Context: an optimization exercise on an open-source flow, tuned for small area, a short achievable clock period and few clock cycles. The choices shown serve that exercise and are no tape-out recipe. Only simulation tests tie the RTL to the original design; equivalence was not proved.

### flow/design.v
module alu(
    input logic clk,
    input logic rst,
    input logic in_alu,
    input logic[31:0] operand1,
    input logic[31:0] operand2,
    input logic [5:0]operation,
    input logic[5:0]op,
    input logic [4:0]shamt,
    output logic[31:0] result,
    output logic out_alu
);
logic [31:0]ii;
logic flag_shift;
logic flag_shift2;
logic [31:0]operand1_use;
logic signed [31:0]D;
always_ff @(posedge clk)
begin
if(rst==1'b1)
begin
    flag_shift <= 1'b0;
    flag_shift2 <= 1'b0;
    ii <= 32'd0;
    out_alu <= 1'b0;
end
else
begin
out_alu <= 1'b0;
if(in_alu==1'b1)
begin
    case(operation)
        6'b001101:
        begin
            result <= operand1+operand2;
            out_alu <= 1'b1;
        end
        6'b000001:
        begin
            result <= operand1-operand2;
            out_alu <= 1'b1;
        end
        6'b000010:
        begin
            if(flag_shift==1'b0)
            begin
                ii<=shamt;
            end
            flag_shift<=1'b1;
            operand1_use<=operand1;
            if(flag_shift==1'b1)
            begin
                operand1_use<={operand1_use[30:0],1'b0};
                ii<=ii-1;
                if(ii==0)
                begin
                    result<=operand1_use;
                    out_alu <= 1'b1;
                    flag_shift<=1'b0;
                end
            end
        end
        6'b000011:
        begin
            if(flag_shift==1'b0)
            begin
                ii<=shamt;
            end
            flag_shift<=1'b1;
            operand1_use<=operand1;
            if(flag_shift==1'b1)
            begin
                operand1_use<={1'b0,operand1_use[31:1]};
                ii<=ii-1;
                if(ii==0)
                begin
                    result<=operand1_use;
                    out_alu <= 1'b1;
                    flag_shift<=1'b0;
                end
            end
        end
        6'b000100:
        begin
            result<=operand1<operand2; 
            out_alu<=1'b1;
        end
        6'b000101:
        begin
            result<=operand1>operand2; 
            out_alu<=1'b1;
        end
        6'b000110:
        begin
            result<=(operand1==operand2); 
            out_alu<=1'b1;
        end
        6'b000111: 
        begin
            if(flag_shift==1'b0)
            begin
                ii<=shamt;
            end
            flag_shift<=1'b1;
            operand1_use<=operand1;
            if(flag_shift==1'b1)
            begin
                operand1_use<={operand1_use[31],operand1_use[31:1]};
                ii<=ii-1;
                if(ii==0)
                begin
                    result<=operand1_use;
                    out_alu <= 1'b1;
                    flag_shift<=1'b0;
                end
            end
        end
        6'b001000: 
        begin
            if(flag_shift==1'b0)
            begin
                ii<=shamt;
            end
            flag_shift<=1'b1;
            operand1_use<=operand1;
            if(flag_shift==1'b1)
            begin
                operand1_use<={operand1_use[30:0],operand1_use[31]};
                ii<=ii-1;
                if(ii==0)
                begin
                    result<=operand1_use;
                    out_alu <= 1'b1;
                    flag_shift<=1'b0;
                end
            end
        end
        6'b001001: 
        begin
            if(flag_shift==1'b0)
            begin
                ii<=shamt;
            end
            flag_shift<=1'b1;
            operand1_use<=operand1;
            if(flag_shift==1'b1)
            begin
                operand1_use<={operand1_use[0],operand1_use[31:1]};
                ii<=ii-1;
                if(ii==0)
                begin
                    result<=operand1_use;
                    out_alu <= 1'b1;
                    flag_shift<=1'b0;
                end
            end
        end
        6'b001010: 
        begin
            if(flag_shift==1'b0)
            begin
                ii<=shamt;
            end
            flag_shift<=1'b1;
            operand1_use<=operand1;
            if(flag_shift==1'b1)
            begin
                operand1_use<={operand1_use[30:0],operand1_use[31]};
                ii<=ii-1;
                if(ii==0)
                begin
                    result<=operand1_use;
                    out_alu <= 1'b1;
                    flag_shift<=1'b0;
                end
            end
        end
        6'b001011: 
        begin
            result<=operand1*operand2;
            out_alu<=1'b1;
        end
        6'b001100: 
        begin
            if(flag_shift2==1'b0)
            begin
                D<=(operand1-operand2);
                flag_shift2<=1'b1;
                ii<=0;
            end
            if(flag_shift2==1'b1)
            begin
                if(D>=0)
                begin
                    ii<=ii+1;
                    D<=D-operand2;
                end
                if(D<0)
                begin
                    result<=ii;
                    flag_shift2<=1'b0;
                    out_alu<=1'b1;
                end 
            end
        end
        default: ;
    endcase
end
end
end
endmodule
### flow/run.sh
#!/bin/bash
# synth_recipe.tcl (not shown) runs the flow's synth.tcl, then flattens the netlist and writes it again
# the make line also repeats each setting of config.mk as NAME=value (left out here)
make -C /OpenROAD-flow-scripts/flow DESIGN_CONFIG=/design/flow/config.mk WORK_HOME=/design/flow/orfs CLKGATE_MAP_FILE= SYNTH_SCRIPT=/design/flow/synth_recipe.tcl finish
### flow/config.mk
export PLATFORM = sky130hd
export DESIGN_NAME = alu
export DESIGN_NICKNAME = alu
export VERILOG_FILES = /design/flow/design.v
export SDC_FILE = /design/flow/constraint.sdc
export NUM_CORES = 4
export LEC_CHECK = 0
export CAP_MARGIN = 20
export CORE_MARGIN = 2
export CORE_UTILIZATION = 40
export PLACE_DENSITY = 0.6
export SLEW_MARGIN = 20
### flow/constraint.sdc
create_clock -name core_clock -period 11.0 [get_ports {clk}]
set_input_delay 2.2000 -clock core_clock [delete_from_list [all_inputs] [get_ports {clk}]]
set_output_delay 2.2000 -clock core_clock [all_outputs]
set_load 0.01 [all_outputs]
==> impl_metrics.py <==
metrics = {
    "status": {
        "status": "complete, no violations",
    },
    "global_routing": {
        "overflow": 0,
        "grt_max_degree": 76,
        "grt_pass1_wl_mm": 149,
        "grt_pass1_vias": 24000,
        "grt.total_usage_pct": 26.9,
        "antenna_found_initial": 11,
    },
    "critical_path": {
        "r2r_slack_ns": 7.26,
        "path_max_fanout": 12,
        "arrival_ns": 10.17,
        "setup.worst_path.class": "input pin to register",
        "end_kind": "register",
        "reg2reg_depth": 13,
        "critPathSlowestCell": "clkdlybuf4s50_1",
        "worstSetupStartpointType": "input pin",
        "slowest_delay_ns": 0.84,
        "cp.required_ns": 11.17,
        "cpMostUsedCell": "fa_1",
    },
    "clock_network": {
        "cts_max_level": 4,
        "root_buffer": "clkbuf_16",
        "holdBufCountCts": 0,
        "clockBufferDepth": 2,
        "clock-sinks": 131,
        "post_cts_buffers": 0,
        "cts_buffers": 17,
        "insertion_delay_ns": 0.46,
        "cts_tree": "built",
        "cts-resized-gates": 0,
        "cts.clk_slew.worst_paths_ns": 0.06,
    },
    "die": {
        "die-width_um": 270,
        "io_pins": 117,
        "core_area_sq_um": 69900,
        "initial_utilization_pct": 40.3,
        "die_area_sq_um": 72600,
        "chipHeight_um": 270,
        "num_rows": 97,
    },
    "route": {
        "post_drt_wl_per_cell_um": 22.7,
        "postRouteAntennaNets": 0,
        "avgViaCountPerCell": 5.62,
        "drt_pass1_iterations": 8,
        "num_vias": 24100,
        "wirelength_mm": 97.4,
        "drt_iter0_drc": 2426,
        "drc_errors": 0,
    },
    "logic_synthesis": {
        "yosysMostFrequentCell": "inv_1",
        "syn_inst": 3313,
        "synth_enable_flop_cells": 96,
        "seq_area_frac_synth_pct": 12.7,
        "synth_seq_cells": 131,
        "syn-cell-area_sq_um": 28200,
        "yosys_most_used_dff": "edfxtp_1",
        "synth_area_leaders": "fa_1, edfxtp_1, ha_1, inv_1, and2_1",
        "synth_cell_types": 94,
        "synth_top_area_share_pct": 29.2,
        "avgSynthCellArea_sq_um": 8.51,
        "syn_nets": 4028,
        "async_flop_share_pct": 0,
        "synth-warning-count": 1,
        "ys_top_cells_by_count": "inv_1, fa_1, nand2_1",
        "synth_top_area_cell": "fa_1",
    },
    "placed_design": {
        "io_buffers": 110,
        "dp_hpwl_mm": 78.4,
        "place_congestion": 0.980,
        "dp.cells": 4259,
        "placed_area_sq_um": 30500,
    },
    "cells_and_area": {
        "n_fill_cell": 6994,
        "final_area_sq_um": 31200,
        "syn_to_final_growth_pct": 10.5,
        "layout.nets": 4054,
        "diodes": 0,
        "stdcell_count": 4292,
        "drive_gt1_share_pct": 5.10,
    },
    "sta": {
        "fin_worst_skew_ns": 0.0108,
        "setup_tns_ns": 0,
        "hold_violations": 0,
        "period_needed_ns": 10.00,
        "finalSetupViolations": 0,
        "rsz0062_at_grt": "false",
        "layout_worst_path_cycle_share_pct": 90.9,
        "fmax_mhz": 100,
        "tightest_slew_ns": 1.10,
        "drv_slew": 0,
        "relSlewSlack_pct": 26.4,
    },
    "hold_path": {
        "hold_depth": 2,
        "holdCritPathClass": "register to register",
    },
    "job": {
        "drv_cap": 0,
    },
}
==> critical path: cells and delay by family <==
family | cells | cell delay, ns
AOI/OAI and AO/OA | 7 | 1.56
xor gates and xnor gates | 1 | 0.28
adders and majority gates | 9 | 3.88
buffers and inverters | 5 | 1.49
and+or+nand+nor | 4 | 0.76
==> per-layer routing <==
metal / vias to the layer above / share of wire [%] / track usage (%) / wire length (um)
met5: - / 0.097 / 0 / 94
met4: 16 / 2.7 / 7.09 / 2600
met3: 125 / 9.2 / 4.77 / 9000
met2: 1103 / 44 / 41.8 / 43000
met1: 12000 / 44 / 38.7 / 42700
li1: 10900 / - / - / -
==> cells by family (layout without fill, tap and decap cells) <==
logic type | Yosys count | in the layout | synth area share, %
AND/OR/NAND/NOR | 1038 | 1038 | 17.8
multiplexers | 47 | 47 | 1.69
buffers and inverters | 665 | 704 | 8.90
AO/OA/AOI/OAI | 644 | 644 | 15.1
XOR/XNOR | 157 | 157 | 4.88
flip-flops | 131 | 131 | 12.7
adder cells (fa/ha/maj) | 631 | 631 | 38.9
==> layout by cell type, fill, tap and decap left out, types with 14 or more instances in the layout <==
| cell | netlist | routed |
|---|---|---|
| clkbuf_16 | 0 | 20 |
| edfxtp_1 | 96 | 96 |
| fa_1 | 411 | 411 |
| mux2i_1 | 43 | 43 |
| and3_1 | 15 | 15 |
| xor2_1 | 44 | 44 |
| a211oi_1 | 23 | 23 |
| inv_1 | 466 | 466 |
| and2_1 | 260 | 260 |
| o21bai_1 | 23 | 23 |
| o21a_1 | 19 | 19 |
| buf_4 | 1 | 91 |
| o22ai_1 | 23 | 23 |
| dfxtp_1 | 35 | 33 |
| a21oi_1 | 210 | 210 |
| ha_1 | 220 | 220 |
| xnor2_1 | 113 | 113 |
| nand3_1 | 43 | 42 |
| a21o_1 | 42 | 42 |
| a31oi_1 | 15 | 15 |
| nand2b_1 | 23 | 23 |
| a221oi_1 | 24 | 23 |
| nand4_1 | 17 | 17 |
| nand2_1 | 339 | 339 |
| o21ai_0 | 118 | 118 |
| clkdlybuf4s50_1 | 0 | 108 |
| nor2b_1 | 14 | 14 |
| a221o_1 | 15 | 15 |
| nor2_1 | 231 | 227 |
| a22oi_1 | 17 | 17 |
| nor3_1 | 47 | 47 |
==> path summary, 6_finish.rpt <==
path           startpoint          to
max reg2reg         D[31]      ii[31]
min reg2reg         D[20]       D[20]
min                 D[20]       D[20]
max          operand1[10]  result[27]
==> flip-flops by register name, summed over array words and instances (netlist names) <==
signal        count
flag_shift        1
out_alu           1
D                32
ii               32
flag_shift2       1
result           32
operand1_use     32
==> final cells by class <==
| class | count | area [sq um] | area share (%) |
|---|---|---|---|
| Clock inverter | 9 | 113 | 0.361 |
| Timing Repair Buffer | 204 | 1840 | 5.91 |
| Clock buffer | 23 | 532 | 1.71 |
| Sequential cell | 131 | 3590 | 11.5 |
| Tap cell | 940 | 1180 | 3.77 |
| Inverter | 468 | 1760 | 5.64 |
| Multi-Input combinational cell | 2517 | 22200 | 71.1 |
==> metrics by stage <==
stage	util [%]	setup WS (ns)	hold WS, ns
3_5_place_dp	43.6	0.552	0.593
2_1_floorplan	-	2.03	0.517
5_1_grt	44.6	0.709	0.660
3_3_place_gp	43.6	0.688	0.593
4_1_cts	44.5	0.998	0.610
6_report	44.6	0.997	0.615
Testbench counts, summed over its fixed seeds: cycles 20,255.

==> separate check: timing with driven ports <==
How much do the figures lean on ideal ports? The routed layout below was timed once more, with nothing changed but the port constraints.
Step 1 sets driving cells, clkbuf_16 on the clock port and buf_2 on the other inputs (assumed; they add their load-dependent delay and slew).
Step 2 times the ports against the registers' clock, not the clock port: input delays grow and output delays shrink by t, the midpoint of the rising clock arrivals with the driver on.
Slacks: no drivers / after step 1 / after step 2; pairs: no drivers / after step 1.
t (ns): 0.504
slack for setup (ns): 0.997 / 1.026 / 0.522
hold WS [ns]: 0.615 / 0.615 / 0.615
worst setup path at the end: input to register
worst register clock-pin slew, ns: 0.07 / 0.07
After both steps this run still meets setup and hold. For this run, drivers alone change the setup slack by +0.029 ns; drivers and shift together by -0.475 ns.
